From an optimization exercise on the open Yosys and OpenROAD flow, aimed at small area and a short achievable clock period; shortcuts taken in it are not production practice.
In this exercise RTL edits were held to simulation tests only and were not proved equivalent to the original.
No activity file was given, so power comes from the tool's default toggle rates.

**flow/run.sh**
```bash
#!/bin/bash
# synth_recipe.tcl (not shown) runs the flow's synth.tcl, then flattens the netlist and writes it again
# the make line also repeats each setting of config.mk as NAME=value (left out here)
make -C /OpenROAD-flow-scripts/flow DESIGN_CONFIG=/design/flow/config.mk WORK_HOME=/design/flow/orfs CLKGATE_MAP_FILE= SYNTH_SCRIPT=/design/flow/synth_recipe.tcl finish
```
**flow/config.mk**
```make
export PLATFORM = sky130hd
export DESIGN_NAME = pipeline
export DESIGN_NICKNAME = pipeline
export VERILOG_FILES = /design/flow/design.v
export SDC_FILE = /design/flow/constraint.sdc
export NUM_CORES = 4
export LEC_CHECK = 0
export CAP_MARGIN = 20
export CORE_MARGIN = 2
export CORE_UTILIZATION = 40
export SLEW_MARGIN = 20
```
**flow/constraint.sdc**
```tcl
create_clock -name core_clock -period 10.5 [get_ports {clk}]
set_input_delay 2.1000 -clock core_clock [delete_from_list [all_inputs] [get_ports {clk}]]
set_output_delay 2.1000 -clock core_clock [all_outputs]
set_load 0.01 [all_outputs]
```
**flow/design.v**
```verilog
module pipeline(
  clk,
  resetn,
  o_instr_req_addr,
  o_instr_req_en,
  i_instr_res_data,
  o_mem_req_addr,
  o_mem_req_wr_data,
  o_mem_req_wr_en,
  o_mem_req_count,
  i_mem_res_rd_data,
  i_mem_res_code
);
  input clk;
  input resetn;
  output [31:0] o_instr_req_addr;
  output o_instr_req_en;
  input [31:0] i_instr_res_data;
  output [31:0] o_mem_req_addr;
  output [31:0] o_mem_req_wr_data;
  output o_mem_req_wr_en;
  output [1:0] o_mem_req_count;
  input [31:0] i_mem_res_rd_data;
  input [2:0] i_mem_res_code;
  wire rst = ~resetn;
  assign o_instr_req_en = resetn;
  reg [31:0] f_pc;          
  reg [31:0] pcd;           
  reg [31:0] id_instr;
  reg [31:0] id_pc;
  reg [31:0] hold_instr;    
  reg id_v;                 
  reg id_replay;            
  reg [31:0] ex_res;        
  reg [31:0] ex_t;          
  reg ex_br;                
  reg ex_wr_alu, ex_wr_pc4, ex_wr_mem;
  reg [4:0] ex_rd;
  reg [1:0] ex_cnt;
  reg ex_we;
  reg [31:0] me_res;
  reg me_wr;
  reg me_ld;
  reg [4:0] me_rd;
  wire [31:0] o_pc = ex_br ? ex_t : f_pc;
  assign o_instr_req_addr = o_pc;
  assign o_mem_req_addr = ex_res;
  assign o_mem_req_wr_data = ex_t;
  assign o_mem_req_wr_en = ex_we;
  assign o_mem_req_count = ex_cnt;
  wire [31:0] me_data = me_ld ? i_mem_res_rd_data : me_res;
  wire [32*32-1:0] rf_flat;
  assign rf_flat[31:0] = 32'd0;
  genvar g;
  generate
    for (g = 1; g < 32; g = g + 1) begin : rf
      reg [31:0] q;
      always @(posedge clk) begin
        if (rst | (me_wr && me_rd == g)) q <= rst ? 32'd0 : me_data;
      end
      assign rf_flat[g*32 +: 32] = q;
    end
  endgenerate
  wire [6:0] opc = id_instr[6:0];
  wire [2:0] f3 = id_instr[14:12];
  wire [6:0] f7 = id_instr[31:25];
  wire [4:0] rs1 = id_instr[19:15];
  wire [4:0] rs2 = id_instr[24:20];
  wire [4:0] rd = id_instr[11:7];
  wire is_r = opc == 7'b0110011;
  wire is_i = opc == 7'b0010011;
  wire is_ld = opc == 7'b0000011;
  wire is_st = opc == 7'b0100011;
  wire is_br = opc == 7'b1100011;
  wire is_lui = opc == 7'b0110111;
  wire is_auipc = opc == 7'b0010111;
  wire is_jal = opc == 7'b1101111;
  wire is_jalr = opc == 7'b1100111;
  wire reads_a = ~(is_lui | is_auipc | is_jal | is_jalr);
  wire reads_b = ~(is_i | is_ld | is_lui | is_auipc | is_jal | is_jalr);
  reg [31:0] rf_a, rf_b;
  integer i;
  always @(*) begin
    rf_a = 32'd0;
    rf_b = 32'd0;
    for (i = 1; i < 32; i = i + 1) begin
      rf_a = rf_a | ({32{rs1 == i}} & rf_flat[i*32 +: 32]);
      rf_b = rf_b | ({32{rs2 == i}} & rf_flat[i*32 +: 32]);
    end
  end
  wire fa_ex = (rs1 != 5'd0) & (rs1 == ex_rd) & ex_wr_alu;
  wire fa_me = (rs1 != 5'd0) & (rs1 == me_rd) & me_wr;
  wire fb_ex = (rs2 != 5'd0) & (rs2 == ex_rd) & ex_wr_alu;
  wire fb_me = (rs2 != 5'd0) & (rs2 == me_rd) & me_wr;
  wire fa_ld = ~fa_ex & fa_me & me_ld;
  wire fb_ld = ~fb_ex & fb_me & me_ld;
  wire [31:0] va_r = fa_ex ? ex_res : fa_me ? me_res : rf_a;
  wire [31:0] vb_r = fb_ex ? ex_res : fb_me ? me_res : rf_b;
  wire [31:0] va = fa_ld ? i_mem_res_rd_data : va_r;
  wire [31:0] vb = fb_ld ? i_mem_res_rd_data : vb_r;
  wire haz_a = reads_a & (rs1 != 5'd0) & (rs1 == ex_rd) & ex_wr_mem;
  wire haz_b = reads_b & (rs2 != 5'd0) & (rs2 == ex_rd) & ex_wr_mem;
  wire stall = id_v & (haz_a | haz_b);
  wire [31:0] imm_i = {{20{id_instr[31]}}, id_instr[31:20]};
  wire [31:0] imm_s = {{20{id_instr[31]}}, id_instr[31:25], id_instr[11:7]};
  wire [31:0] imm_b = {{20{id_instr[7]}}, id_instr[7], id_instr[30:25],
                       id_instr[11:8], 1'b0};
  wire [31:0] imm_u = {id_instr[31:12], 12'd0};
  wire [31:0] imm_j = {id_instr[31], id_instr[19:12], id_instr[20],
                       id_instr[30:21], 12'd0};
  wire [31:0] target = id_pc + (is_br ? imm_b : is_jal ? imm_j : imm_i);
  wire r_sub = is_r & (f7 == 7'b0100000) & (f3 == 3'd0);
  wire r_lo = is_r & (f7 == 7'd0);   
  wire op_and = (r_lo | is_i) & (f3 == 3'd7);
  wire op_or = (r_lo | is_i) & (f3 == 3'd6);
  wire op_xor = (r_lo | is_i) & (f3 == 3'd4);
  wire op_lts = (r_lo | is_i) & (f3 == 3'd2);
  wire op_ltu = is_i & (f3 == 3'd3);
  wire [31:0] a_oth = (is_auipc | is_jalr) ? id_pc : 32'd0;
  wire [31:0] b_oth = (is_i | is_ld) ? imm_i :
                      is_st ? imm_s :
                      (is_lui | is_auipc) ? imm_u : 32'd4;
  wire [31:0] a_val = ~reads_a ? a_oth : fa_ld ? i_mem_res_rd_data : va_r;
  wire [31:0] b_val = (~reads_b | is_st) ? b_oth : fb_ld ? i_mem_res_rd_data : vb_r;
  wire sub = r_sub | op_lts | op_ltu | (is_br & (f3[2:1] != 2'b01));
  wire sflip = op_lts | (is_br & f3[2] & (f3 != 3'd7));
  wire [31:0] a_op = a_val ^ {sflip, 31'd0};
  wire [31:0] b_op = b_val ^ {32{sub}} ^ {sflip, 31'd0};
  wire [33:0] add = {1'b0, a_op, 1'b1} + {1'b0, b_op, sub};
  wire [31:0] sum = add[32:1];
  wire lt = ~add[33];
  wire [31:0] p = a_op ^ b_op;
  wire eq = &p;
  wire s0 = (p == {p[30:0] | (a_op[30:0] & b_op[30:0]), 1'b0});
  reg [31:0] result;
  always @(*) begin
    if (op_and) result = a_val & b_val;
    else if (op_or) result = a_val | b_val;
    else if (op_xor) result = a_val ^ b_val;
    else if (op_lts | op_ltu) result = {31'd0, lt};
    else result = sum;
  end
  reg taken;
  always @(*) begin
    case (f3)
      3'd0, 3'd1: taken = eq;
      3'd2, 3'd3: taken = s0;
      3'd5: taken = ~lt;
      default: taken = lt;
    endcase
    if (is_jal | is_jalr) taken = 1'b1;
    else if (~is_br) taken = 1'b0;
  end
  reg [1:0] cnt;
  always @(*) begin
    cnt = 2'd0;
    if (is_ld) begin
      case (f3)
        3'd0, 3'd4: cnt = 2'd1;
        3'd1, 3'd5: cnt = 2'd2;
        3'd2: cnt = 2'd3;
        default: cnt = 2'd0;
      endcase
    end else if (is_st) begin
      case (f3)
        3'd0: cnt = 2'd1;
        3'd1: cnt = 2'd2;
        3'd2: cnt = 2'd3;
        default: cnt = 2'd0;
      endcase
    end
  end
  wire flush = rst | ex_br;
  wire ok = id_v & ~stall & ~flush;
  always @(posedge clk) begin
    f_pc <= rst ? 32'd0 : stall ? f_pc : o_pc + 32'd4;
    pcd <= o_pc;
    id_v <= ~flush;
    id_replay <= ~flush & stall;
    if (stall) begin
      hold_instr <= i_instr_res_data;
    end else begin
      id_instr <= id_replay ? hold_instr : i_instr_res_data;
      id_pc <= id_replay ? pcd - 32'd4 : pcd;
    end
    ex_res <= result;
    ex_t <= is_st ? vb : target;
    ex_br <= ok & taken;
    ex_rd <= rd;
    ex_we <= is_st;
    ex_wr_alu <= ok & (is_r | is_i | is_lui | is_auipc);
    ex_wr_pc4 <= ok & is_jalr;
    ex_wr_mem <= ok & is_ld;
    ex_cnt <= ok ? cnt : 2'd0;
    me_res <= ex_res;
    me_wr <= ~rst & (ex_wr_alu | ex_wr_pc4 | ex_wr_mem);
    me_ld <= ex_wr_mem;
    me_rd <= ex_rd;
  end
endmodule
```
==> results of run 1 <==
-- layout make-up --
class	count	area [sq um]	share of cell area
clock buffer	152	3390	0.0476
clock inverter	88	990	0.0139
timing repair buffer	357	3210	0.0451
multi-input combinational	3387	24100	0.338
sequential	1269	36300	0.510
tap	2030	2540	0.0357
antenna	20	50.0	0.000704
inverter	157	589	0.00828
-- logic make-up (layout without fill, tap and decap cells) --
logic type	count (synthesis)	count (layout)	synth area share
XOR/XNOR	193	193	0.0276
other	0	20	0
AO/OA/AOI/OAI	1575	1575	0.188
flip-flops	1269	1269	0.591
AND/OR/NAND/NOR	1323	1323	0.104
adder cells (fa/ha/maj)	158	158	0.0323
buffers and inverters	516	754	0.0324
multiplexers	138	138	0.0239
-- report_power, final --
group	internal (uW)	switching [uW]	total, uW
Clock	2560	2220	4770
Combinational	931	2100	3030
Sequential	6670	673	7340
Total	10200	4990	15100
-- worst max path at each step --
stage / start / to / slack (ps) / depth (start not counted)
after floorplan: id_instr[18]$_DFFE_PN_ / ex_br$_DFF_P_ / 4880 / 28
after global placement: i_mem_res_rd_data[19] / ex_br$_DFF_P_ / 2700 / 17
after detailed placement: i_mem_res_rd_data[19] / ex_br$_DFF_P_ / 2670 / 17
after CTS: id_instr[20]$_DFFE_PN_ / ex_res[25]$_DFF_P_ / 2820 / 26
after global routing: id_instr[21]$_DFFE_PN_ / ex_br$_DFF_P_ / 2330 / 23
final: id_instr[21]$_DFFE_PN_ / ex_res[25]$_DFF_P_ / 2300 / 26
-- Yosys cell counts, drive strengths merged (75+ instances only) --
library cell / number / area, sq um
a21oi: 163 / 820
a221o: 88 / 881
a22o: 95 / 832
a22oi: 700 / 5260
buf: 100 / 430
clkbuf: 259 / 972
dfxtp: 181 / 3620
edfxtp: 1088 / 32700
ha: 157 / 1960
inv: 156 / 586
nand2: 486 / 1820
nand3: 107 / 536
nand4: 86 / 538
nor2: 232 / 873
nor3: 75 / 385
o21ai: 189 / 961
xnor2: 114 / 1010
xor2: 79 / 692
-- sequential cells by signal, indices dropped and copies added, names as in the netlist, 2 cells and up --
register    cells
hold_instr     32
id_instr       32
me_res         32
ex_cnt          2
ex_rd           5
id_pc          32
rf.q          992
pcd            32
ex_res         32
me_rd           5
f_pc           32
ex_t           32
-- placed cells by master, fill, tap and decap left out, types with 40 or more instances in the layout --
cell | netlist | routed
o21ai_0 | 181 | 149
nor2_4 | 0 | 62
nor2_1 | 231 | 169
nand3_1 | 107 | 107
a211oi_1 | 42 | 42
a22oi_1 | 700 | 700
nand2_1 | 486 | 485
a222oi_1 | 40 | 40
xor2_1 | 79 | 79
dfxtp_1 | 181 | 178
buf_4 | 4 | 184
nor4_1 | 64 | 64
and3_1 | 57 | 57
clkdlybuf4s50_1 | 0 | 164
nand4_1 | 86 | 86
a21o_1 | 48 | 48
mux2_2 | 67 | 67
ha_1 | 157 | 157
nor3_1 | 73 | 70
and2_1 | 50 | 50
a221o_1 | 88 | 88
a21oi_1 | 162 | 161
edfxtp_1 | 1088 | 1088
a22o_1 | 95 | 95
inv_1 | 155 | 155
clkbuf_16 | 0 | 132
mux2i_1 | 70 | 70
xnor2_1 | 113 | 113
-- per-stage QoR --
stage / instances / total power [uW]
2_1_floorplan: 5172 / 8670
3_3_place_gp: 7197 / 10200
3_5_place_dp: 7197 / 10200
4_1_cts: 7437 / 14900
5_1_grt: 7441 / 15500
6_report: 7460 / 15100
-- layer usage --
metal,wire length [microns],share of wire,up-vias,global-route usage
li1,-,-,20500,-
met1,99000,0.34,25600,0.444
met2,117000,0.40,5650,0.506
met3,49100,0.17,1645,0.153
met4,26200,0.090,10,0.246
met5,146,0.00050,-,0.00616
==> run summary, run 1 <==
- Minimum clock period: between 8000 and 9000 ps
- CTS Root Cell: clkbuf_16
- Clock tree buffer depth: 3
- Worst rel slew slack: 0.0528
- Setup tns final: 0 ps
- Netlist cell types: around 100
- Routed len/inst: 39.1 microns
- Die height: 396 microns
- Largest net degree at the start of global routing: 83
- Hold_ws: 367 ps
- Peak Freq: around 120 MHz
- Core area: 152000 sq um
- PortBufs: 165
- Critical path fanouts, max: 21
- Post-CTS setup buffer count: 0
- VDD IR max: roughly 0.00014 V
- First-pass GRT wire length: 394 mm
- Startpoint Class: register
- Share of layout cells above drive strength 1: 0.114
- Final period util: 0.781
- Vias in the first global route: between 40000 and 50000
- Place WS: between 2000 and 3000 ps
- Initial antenna violation count: 10
- R2R depth: 26
- Hold Buf Count CTS: 0
- Hold WC Path Type: reg2reg
- Main synth FF type: edfxtp_1
- R2r setup slk: 2300 ps
- Ys async rst share: 0
- Critical path class: reg2reg
- Pleak: between 0.02 and 0.03 uW
- Design area: 71100 sq um
- Hold EP: me_ld$_DFF_P_
- Crit Reg-Reg Endpoint: ex_res[25]$_DFF_P_
- PD cells: 213 nW/um^2
- Max incr delay on CP: 910 ps
- Avg Cell Area, Syn: 11.9 sq um
- WHS Path Cells: 0
- Most frequent CP cell: o21ai_0
- Post-Syn Area: about 61000 sq um
- Initial Util: 0.403
- DP Area: 66600 sq um
- RD Place Congestion: 1.02
- H-tree Lvls: 4
- Remaining DRCs: 0
- Final hold vios: 0
- Total length of routed wires: 292 mm
- ANT nets after route: 0
- Max-Cap Viols: 0
- #FFs+latches synth: 1269
- Final Util: 0.467
- # clock sinks: about 1300
- Clk Latency, worst-skew pair: 850 ps
- Post-cts resize count: 0
- Final Max Tran Viols: 0
- Num CTS Buffers: ~130
- DR vias: 53400
- Syn. warnings: 1
- Worst slew pin tran: 1420 ps
- Area grow syn2layout: 15.8%
- Mapped Cells: ~5200
- Hold_sp: ex_wr_mem$_DFF_P_
- Ports: 169
- Clock Skew: 96.4 ps
- HPWL after DPL: between 150 and 200 mm
- Outcome: no timing/DRC/antenna violations
- Clk slew on worst S/H paths: 60 ps
- Die Area: 157000 sq um
- Finish-stage setup viols: 0
- Post-synthesis sequential area ratio: 0.591
- First-pass DRT Iterations: 11
- Crit. End Element: register
- First DRT Iteration DRCs: 12000
- RSZ-0062 raised after global routing: false
- CTS tree: built
- Critical Path RT: between 10000 and 15000 ps
- Final worst-path setup slack: 2300 ps
- Top delay family on crit path: compound AO/OA/AOI/OAI gates
- Number of synthesized flops with an enable pin: 1088
- CP max stage cell: nand2b_1
- Syn_nets: 5399
- Row count: roughly 140
- Remaining Overflow, GRT: 0
- RR Startpoint: id_instr[21]$_DFFE_PN_
- Nets: 5530
- Worst Path Buf+Inv: 2
- Die X-Extent: 396 microns
- Post-DR vias/cell: 7.16
- CP Data Arrival Time: 8880 ps
- Total GRT Usage: 0.360
- Fillers: 13700
==> inputs of run 2 (changes only) <==
==> flow/flow/run.sh (new file) <==
#!/bin/bash
set -euo pipefail
bash standard.sh ADDER_MAP_FILE= SETUP_SLACK_MARGIN=6 finish > standard.log 2>&1
==> flow/standard.sh (new file) <==
#!/bin/bash
# synth_recipe.tcl (not shown) runs the flow's synth.tcl, then flattens the netlist and writes it again
# the make line also repeats each setting of config.mk as NAME=value (left out here)
make -C /OpenROAD-flow-scripts/flow DESIGN_CONFIG=/design/flow/config.mk WORK_HOME=/design/flow/orfs CLKGATE_MAP_FILE= SYNTH_SCRIPT=/design/flow/synth_recipe.tcl "${@:-finish}"
removed: flow/run.sh
==> run 2 against run 1 <==
Sequential share of layout area is 5.5 points lower. First-iteration DRC count is 26% higher. Final area is 12% higher. Critical path type unchanged. Critical endpoint is now ex_res[16]$_DFF_P_.
==> run summary, run 2 <==
- Clk slew on worst S/H paths: 70 ps (about the same)
- Avg Cell Area, Syn: 11.3 sq um (-5.0%)
- CP Data Arrival Time: 6330 ps (-2550 ps)
- VDD IR max: 0.000154 V (+11%)
- R2r setup slk: 4840 ps (+2540 ps)
- Commonest cells in the netlist: 1088 x edfxtp_1, 570 x nand3_1, 457 x a22oi_1
- Commonest non-fill, non-tap cell in the layout: edfxtp_1
- Syn_nets: 5689 (+5.4%)
- Hold Buf Count CTS: 0 (unchanged)
- Share of the synthesized area in the top cell type: 0.515 (-0.0167)
- Crit Reg-Reg Endpoint: ex_res[16]$_DFF_P_
- Largest reg by FF count: rf.q
- Worst Setup SP: id_instr[24]$_DFFE_PN_
- Setup tns final: 0 ps (unchanged)
- RSZ-0062 raised after global routing: true
- Minimum clock period: 5660 ps (-2540 ps)
- Final Max Tran Viols: 0 (unchanged)
- Remaining Overflow, GRT: 0 (unchanged)
- HPWL after DPL: 199 mm (+15%)
- R2R depth: 20 (-23%)
- PD cells: 200 nW/um^2 (-6.1%)
- Hold WC Path Type: reg2reg
- Clock tree buffer depth: 3 (unchanged)
- Initial Util: 0.402 (-0.00164)
- Largest net degree at the start of global routing: 87 (+4.8%)
- RD Place Congestion: 1.04 (+2.1%)
- Num CTS Buffers: 137 (+4.6%)
- ANT nets after route: 0 (unchanged)
- Critical-path cell list: buf_6 > buf_12 > or3_4 > buf_6 > nor2_4 > buf_12 > a22o_1 > a221oi_2 > nand4_1 > o31a_1 > a21o_4 > o311a_1 > or4_1 > o211a_1 > o2111ai_2 > nand2_1 > maj3_2 > maj3_2 > xnor2_1 > o22ai_1
- Post-DR vias/cell: 7.63 (+6.6%)
- Die Area: 162000 sq um (+3.2%)
- Ys async rst share: 0 (unchanged)
- Max-Cap Viols: 0 (unchanged)
- Critical Path RT: 11170 ps (about the same)
- Crit. End Element: register
- Hold EP: me_ld$_DFF_P_
- # clock sinks: 1269 (unchanged)
- Max incr delay on CP: 550 ps (-360 ps)
- Largest register FFs: 992 (unchanged)
- Dpl cells: 7656 (+6.4%)
- Clock Skew: 47.6 ps (-48.8 ps)
- Die X-Extent: 402 microns (+1.6%)
- Pleak: 0.0293 uW (+11%)
- Routed len/inst: 43.0 microns (+9.9%)
- CTS tree: built
- Mapped Cells: 5620 (+8.7%)
- CTS Root Cell: clkbuf_16
- Most frequent cells in the layout: 1088 x edfxtp_1, 558 x nand3_1, 452 x a22oi_1
- Non-Filler Instances: 8287 (+11%)
- RR Startpoint: id_instr[24]$_DFFE_PN_
- CP max stage cell: o31a_1
- Most numerous cell in the Yosys netlist: edfxtp_1
- Total length of routed wires: 356 mm (+22%)
- Startpoint Class: register
- PortBufs: 165 (unchanged)
- First-pass GRT wire length: 465 mm (+18%)
- Share of layout cells above drive strength 1: 0.222 (+0.108)
- Core area: 158000 sq um (+3.7%)
- Nets: 6136 (+11%)
- Worst slew pin tran: 1300 ps (-122 ps)
- Total GRT Usage: 0.417 (+0.0571)
- Vias in the first global route: 55900 (+13%)
- Clk Latency, worst-skew pair: 830 ps (-20 ps)
- Post-Syn Area: 63400 sq um (+3.2%)
- DR vias: 63200 (+18%)
- Syn. warnings: 1 (unchanged)
- Number of synthesized flops with an enable pin: 1088 (unchanged)
- WHS Path Cells: 0 (unchanged)
- Critical path fanouts, max: 8 (-62%)
- Outcome: no timing/DRC/antenna violations
- #FFs+latches synth: 1269 (unchanged)
- H-tree Lvls: 4 (unchanged)
- Die height: 402 microns (+1.6%)
- Post-synthesis sequential area ratio: 0.572 (-0.0185)
- Peak Freq: 177 MHz (+45%)
- Area grow syn2layout: 25.7%
- Main synth FF type: edfxtp_1
- First DRT Iteration DRCs: 15000 (+26%)
- Row count: 146 (+2.1%)
- Synth top area cells: edfxtp_1 52%, dfxtp_1 5.7%, a22oi_1 5.4%
- Storage element area: 36300 sq um (about the same)
- Remaining DRCs: 0 (unchanged)
- Finish-stage setup viols: 0 (unchanged)
- Worst rel slew slack: 0.136 (+0.0833)
- Netlist cell types: 115 (+14%)
- First-pass DRT Iterations: 17 (+6)
- Hold_sp: ex_wr_mem$_DFF_P_
- Critical path class: reg2reg
- Multi-input gate area: 28500 sq um (+18%)
- Ports: 169 (unchanged)
- Cell taking the most area after synthesis: edfxtp_1
- Final hold vios: 0 (unchanged)
- Initial antenna violation count: 32 (+22)
- Fillers: 13700 (+0.32%)
- Final period util: 0.539 (-0.242)
==> run 2: cell types whose count changed after synthesis, moves of 39 or more <==
cell | previous run | this run
buf_2 | 20 | 125
xnor2_1 | 113 | 154
inv_1 | 155 | 56
a22oi_1 | 700 | 457
a22o_1 | 95 | 56
nand3_1 | 107 | 570
a221o_1 | 88 | 9
ha_1 | 157 | 0
nand2_1 | 486 | 344
and3_1 | 57 | 248
nand4_1 | 86 | 196
a31oi_1 | 15 | 68
a2111oi_0 | 9 | 65
==> run 2: worst max-delay path, delay by kind of cell, from the launching register on <==
| kind | cells | cell delay (ps) |
|---|---|---|
| buffers and inverters | 4 | 670 |
| adder cells (fa/ha/maj) | 2 | 680 |
| AND/OR/NAND/NOR | 5 | 1320 |
| XOR/XNOR | 1 | 200 |
| AO/OA/AOI/OAI | 8 | 2090 |
| flip-flops | 1 | 510 |
==> run 2: cell families (layout without fill, tap and decap cells) <==
logic type	after synthesis	after routing	share of synthesized area
AND/OR/NAND/NOR	2072	2077	0.172
flip-flops	1269	1269	0.572
buffers and inverters	492	1041	0.0339
multiplexers	148	148	0.0250
adder cells (fa/ha/maj)	21	21	0.00335
other	0	41	0
XOR/XNOR	236	236	0.0334
AO/OA/AOI/OAI	1382	1382	0.159
==> run 2: how the worst max path moves through the flow <==
stage / end / slack (ps) / cells past startpoint
final: ex_res[16]$_DFF_P_ / 4840 / 20
after global routing: ex_res[16]$_DFF_P_ / 4900 / 20
after floorplan: ex_res[27]$_DFF_P_ / 5350 / 14
after global placement: ex_res[0]$_DFF_P_ / 3020 / 19
after detailed placement: ex_res[27]$_DFF_P_ / 3170 / 17
after CTS: ex_res[27]$_DFF_P_ / 5030 / 21
==> run 2: layout make-up <==
class | count | area share
Multi-Input combinational cell | 3864 | 0.357
Clock inverter | 84 | 0.0101
Timing Repair Buffer | 735 | 0.0963
Antenna cell | 41 | 0.00129
Inverter | 60 | 0.00283
Clock buffer | 162 | 0.0446
Tap cell | 2072 | 0.0325
Sequential cell | 1269 | 0.455
==> run 2: repair_timing <==
| item | CTS | global route |
|---|---|---|
| pin swaps | 88 | 87 |
| gates resized for setup | 499 | 259 |
| endpoints found under the hold margin | 0 | 0 |
| setup endpoints to repair | 109 | 62 |
| buffers inserted | 196 | 116 |
| cloned | 22 | 10 |
==> run 2: metal layers <==
metal,global-route usage,vias to the layer above,part of all wire
li1,-,23200,-
met1,0.479,30100,0.32
met2,0.557,7377,0.38
met3,0.229,2526,0.18
met4,0.341,36,0.12
met5,0.0693,-,0.0055
==> run 2: power by group <==
group	total (uW)	leakage (uW)	switching [uW]	internal [uW]
combinational	3740	0.0145	2470	1270
sequential	7330	0.0126	681	6650
clock	4870	0.00213	2180	2680
total	15900	0.0293	5340	10600
==> run 2: through the flow <==
step | hold slack [ps] | util | power (uW) | instance area, sq um | setup slack (ps)
floorplan | 348 | - | 8660 | 63400 | 5350
global placement | 358 | 0.433 | 10200 | 68300 | 3020
detailed placement | 361 | 0.433 | 10300 | 68300 | 3170
CTS | 370 | 0.489 | 15400 | 77200 | 5030
global route | 383 | 0.505 | 16100 | 79600 | 4900
finish | 372 | 0.505 | 15900 | 79700 | 4840
==> inputs of run 3 (changes only) <==
--- a/flow/design.v
+++ b/flow/design.v
@@ -33,2 +33,4 @@
   reg id_replay;            
+  reg [31:0] id_rfa;        
+  reg [31:0] id_rfb;        
   reg [31:0] ex_res;        
@@ -80,2 +82,5 @@
   wire reads_b = ~(is_i | is_ld | is_lui | is_auipc | is_jal | is_jalr);
+  wire [31:0] nx_instr = id_replay ? hold_instr : i_instr_res_data;
+  wire [4:0] nx_rs1 = nx_instr[19:15];
+  wire [4:0] nx_rs2 = nx_instr[24:20];
   reg [31:0] rf_a, rf_b;
@@ -86,4 +91,4 @@
     for (i = 1; i < 32; i = i + 1) begin
-      rf_a = rf_a | ({32{rs1 == i}} & rf_flat[i*32 +: 32]);
-      rf_b = rf_b | ({32{rs2 == i}} & rf_flat[i*32 +: 32]);
+      rf_a = rf_a | ({32{nx_rs1 == i}} & rf_flat[i*32 +: 32]);
+      rf_b = rf_b | ({32{nx_rs2 == i}} & rf_flat[i*32 +: 32]);
     end
@@ -96,4 +101,4 @@
   wire fb_ld = ~fb_ex & fb_me & me_ld;
-  wire [31:0] va_r = fa_ex ? ex_res : fa_me ? me_res : rf_a;
-  wire [31:0] vb_r = fb_ex ? ex_res : fb_me ? me_res : rf_b;
+  wire [31:0] va_r = fa_ex ? ex_res : fa_me ? me_res : id_rfa;
+  wire [31:0] vb_r = fb_ex ? ex_res : fb_me ? me_res : id_rfb;
   wire [31:0] va = fa_ld ? i_mem_res_rd_data : va_r;
@@ -172,2 +177,6 @@
   end
+  wire [4:0] pa = stall ? rs1 : nx_rs1;
+  wire [4:0] pb = stall ? rs2 : nx_rs2;
+  wire pa_me = (pa != 5'd0) & (pa == me_rd) & me_wr;
+  wire pb_me = (pb != 5'd0) & (pb == me_rd) & me_wr;
   wire flush = rst | ex_br;
@@ -179,5 +188,6 @@
     id_replay <= ~flush & stall;
-    if (stall) begin
-      hold_instr <= i_instr_res_data;
-    end else begin
+    hold_instr <= i_instr_res_data;
+    id_rfa <= pa_me ? me_data : stall ? id_rfa : rf_a;
+    id_rfb <= pb_me ? me_data : stall ? id_rfb : rf_b;
+    if (~stall) begin
       id_instr <= id_replay ? hold_instr : i_instr_res_data;
==> run 3 against run 2 <==
Fmax rose by 9.1%. Largest cell class unchanged. Sequential share of layout area grew 1.1 points. Still clean. Final area increased by 2.0%. Global-route usage is 3.1 points lower. Routed wire length decreased by 7.9%.
==> run summary, run 3 <==
- Die Area: 163000 sq um (+0.56%)
- Share of layout cells above drive strength 1: 0.248 (+0.0263)
- Critical path fanouts, max: 7 (-1)
- CP max stage cell: or4b_4
- Max incr delay on CP: 470 ps (-80 ps)
- RD Place Congestion: 1.03 (-0.90%)
- Fillers: 13500 (-1.9%)
- Max-Cap Viols: 0 (unchanged)
- Clock tree buffer depth: 3 (unchanged)
- HPWL after DPL: 183 mm (-8.1%)
- R2R depth: 22 (+10%)
- Post-Syn Area: 63800 sq um (+0.57%)
- Hold WC Path Type: reg2reg
- Mapped Cells: 5314 (-5.4%)
- Remaining Overflow, GRT: 0 (unchanged)
- Final Max Tran Viols: 0 (unchanged)
- RR Startpoint: id_instr[20]$_DFFE_PN_
- Syn_nets: 5383 (-5.4%)
- ANT nets after route: 0 (unchanged)
- Peak Freq: 193 MHz (+9.1%)
- PortBufs: 165 (unchanged)
- Critical-path cell list: dlygate4sd2_1 > mux2i_1 > a21oi_2 > a222oi_1 > buf_4 > xnor2_2 > nand3b_4 > nor4b_4 > o211ai_1 > and3_4 > o221a_1 > a211oi_4 > nand2_1 > o2111ai_1 > or4b_4
- Initial antenna violation count: 12 (-63%)
- Cell taking the most area after synthesis: edfxtp_1
- Nets: 5871 (-4.3%)
- Most frequent cells in the layout: 1120 x edfxtp_1, 429 x buf_4, 318 x a22o_1
- Critical path endpoint: ex_res[31]$_DFF_P_
- Non-Filler Instances: 7999 (-3.5%)
- PD cells: 209 nW/um^2 (+4.6%)
- Worst slew pin tran: 1190 ps (-110 ps)
- CP Data Arrival Time: 5860 ps (-470 ps)
- Die height: 403 microns (+0.28%)
- Total GRT Usage: 0.386 (-0.0308)
- Initial Util: 0.403 (+0.000885)
- Share of the synthesized area in the top cell type: 0.527 (+0.0122)
- DR vias: 58700 (-7.2%)
- Netlist cell types: 106 (-7.8%)
- Largest net degree at the start of global routing: 49 (-44%)
- Final hold vios: 0 (unchanged)
- First-pass DRT Iterations: 11 (-6)
- Commonest non-fill, non-tap cell in the layout: edfxtp_1
- Storage element area: 37900 sq um (+4.4%)
- Critical Path RT: 11170 ps (about the same)
- H-tree Lvls: 4 (unchanged)
- RSZ-0062 raised after global routing: true
- Post-synthesis sequential area ratio: 0.594 (+0.0219)
- First DRT Iteration DRCs: 12600 (-16%)
- First-pass GRT wire length: 438 mm (-5.9%)
- Main synth FF type: edfxtp_1
- Clock Skew: 45.5 ps (-2.08 ps)
- Num CTS Buffers: 141 (+2.9%)
- Outcome: no timing/DRC/antenna violations
- Commonest cells in the netlist: 1120 x edfxtp_1, 331 x nor2_1, 322 x a221oi_1, 322 x a22o_1, 320 x clkbuf_1
- Clk Latency, worst-skew pair: 830 ps (about the same)
- Avg Cell Area, Syn: 12.0 sq um (+6.4%)
- Row count: 146 (unchanged)
- R2r setup slk: 5360 ps (+520 ps)
- Largest reg by FF count: rf.q
- Startpoint Class: primary input
- Remaining DRCs: 0 (unchanged)
- Die X-Extent: 403 microns (+0.28%)
- Core area: 158000 sq um (+0.35%)
- Largest register FFs: 992 (unchanged)
- Dpl cells: 7385 (-3.5%)
- Setup tns final: 0 ps (unchanged)
- Critical path class: in2reg
- Final Power: 17000 uW (+6.6%)
- Vias in the first global route: 54400 (-2.7%)
- Routed len/inst: 41.0 microns (-4.6%)
- Syn. warnings: 1 (unchanged)
- VDD IR max: 0.000129 V (-16%)
- # clock sinks: 1333 (+5.0%)
- Most numerous cell in the Yosys netlist: edfxtp_1
- Final period util: 0.494 (-0.0448)
- Ys async rst share: 0 (unchanged)
- Worst rel slew slack: 0.209 (+0.0732)
- CTS Root Cell: clkbuf_16
- Clk slew on worst S/H paths: 60 ps (about the same)
- Multi-input gate area: 28500 sq um (+0.24%)
- Final Util: 0.513 (+0.00830)
- Total length of routed wires: 328 mm (-7.9%)
- #FFs+latches synth: 1333 (+5.0%)
- Crit Reg-Reg Endpoint: ex_res[31]$_DFF_P_
- Ports: 169 (unchanged)
- CTS tree: built
- Area grow syn2layout: 27.5%
- Worst Setup SP: i_mem_res_rd_data[20]
- Synth top area cells: edfxtp_1 53%, dfxtp_1 6.7%, a221oi_1 4.4%
- Finish-stage setup viols: 0 (unchanged)
- Post-DR vias/cell: 7.33 (-3.8%)
- Pleak: 0.0286 uW (-2.4%)
- Crit. End Element: register
- Number of synthesized flops with an enable pin: 1120 (+2.9%)
- Minimum clock period: 5190 ps (-470 ps)
run 3: cell count changes after synthesis, moves of 41 or more:
cell,delta
nor2_1,+62
nand4_1,-43
a2111oi_0,-60
nand3_1,-474
o21ai_0,+67
nand2_1,-46
a221oi_1,+283
clkbuf_1,+84
buf_2,-88
a22o_1,+266
a22oi_1,-138
a222oi_1,+41
and3_1,-229
run 3: power breakdown:
group / switching, uW / internal [uW] / leakage, uW
registers: 758 / 7010 / 0.0133
clock network: 2270 / 2970 / 0.00232
logic: 2500 / 1490 / 0.0129
run 3: layout make-up:
class / count / area share
diodes: 13 / 0.000400
clock buffers: 170 / 0.0464
clock inverters: 85 / 0.0127
inverters: 74 / 0.00352
multi-input cells: 3510 / 0.351
flip-flops and latches: 1333 / 0.466
well taps: 2072 / 0.0319
repair buffers: 742 / 0.0880
run 3: cells by family after synthesis:
family / after synthesis / synth area share
flip-flops: 1333 / 0.594
AO/OA/AOI/OAI: 1843 / 0.218
multiplexers: 133 / 0.0221
adder cells (fa/ha/maj): 34 / 0.00534
buffers and inverters: 473 / 0.0295
XOR/XNOR: 242 / 0.0332
AND/OR/NAND/NOR: 1256 / 0.0979
run 3: timing repair:
| action | CTS | global route |
|---|---|---|
| hold buffers | 0 | 0 |
| setup buffers | 211 | 122 |
| pin swaps | 128 | 159 |
| setup endpoints to repair | 169 | 145 |
| cloned | 8 | 5 |
| gates resized for setup | 496 | 337 |
run 3: critical path: cells and delay by family:
family,cells,cell delay [ps]
compound gates,6,1350
simple gates,5,1290
buf+inv,2,570
mux,1,390
xor+xnor,1,160
run 3: worst min path at each step:
| stage | end | from | slack (ps) | cells after the start |
|---|---|---|---|---|
| floorplan | me_ld$_DFF_P_ | ex_wr_mem$_DFF_P_ | 350 | 0 |
| global placement | me_ld$_DFF_P_ | ex_wr_mem$_DFF_P_ | 380 | 0 |
| global route | me_rd[4]$_DFF_P_ | ex_rd[4]$_DFF_P_ | 390 | 0 |
| detailed placement | me_ld$_DFF_P_ | ex_wr_mem$_DFF_P_ | 380 | 0 |
| CTS | me_rd[4]$_DFF_P_ | ex_rd[4]$_DFF_P_ | 380 | 0 |
| finish | me_rd[4]$_DFF_P_ | ex_rd[4]$_DFF_P_ | 390 | 0 |
run 3: per-layer routing:
layer | global-route usage | wire (microns) | vias to the layer above
li1 | - | - | 22600
met1 | 0.449 | 106000 | 28100
met2 | 0.563 | 135000 | 6097
met3 | 0.159 | 52300 | 1889
met4 | 0.302 | 34700 | 10
met5 | 0.00238 | 101 | -
run 3: stage by stage:
step           hold WS [ps]  cell area, sq um  worst slack (ps)
2_1_floorplan           351             64200              4840
3_3_place_gp            380             69500              3300
3_5_place_dp            375             69600              3290
4_1_cts                 377             78600              5290
5_1_grt                 391             81300              5180
6_report                388             81300              5310

## separate check: timing with driven ports
In the flow no input, the clock included, has a driving cell. The finished layouts below were timed again as built, in two steps.
Step 1 (the two cells are an assumption about what drives the block):
set clk [get_ports {clk}]
set_driving_cell -lib_cell sky130_fd_sc_hd__clkbuf_16 $clk
set_driving_cell -lib_cell sky130_fd_sc_hd__buf_2 [delete_from_list [all_inputs] $clk]
Step 2, shift: input delay + t, output delay - t, t = (earliest + latest rising clock arrival at the registers) / 2. This alone moves slack from input paths to output paths.
Slacks: ideal / step 1 / step 2; pairs: ideal / step 1.
| run | t, ns | slack for setup (ns) | worst setup path after step 2 | latest minus earliest clock arrival (ns) | pins driven straight from the clock port |
|---|---|---|---|---|---|
| run 1 | 0.883 | 2.302 / 2.302 / 2.302 | register to register | 0.105 / 0.105 | 1 |
| run 2 | 0.895 | 4.840 / 4.840 / 4.010 | input to register | 0.048 / 0.047 | 1 |
| run 3 | 0.891 | 5.310 / 5.358 / 4.469 | input to register | 0.053 / 0.053 | 1 |
After both steps every run listed still meets setup and hold. The setup slack of run 3, which loses most, moves by +0.048 ns with the drivers and by -0.841 ns with both steps.
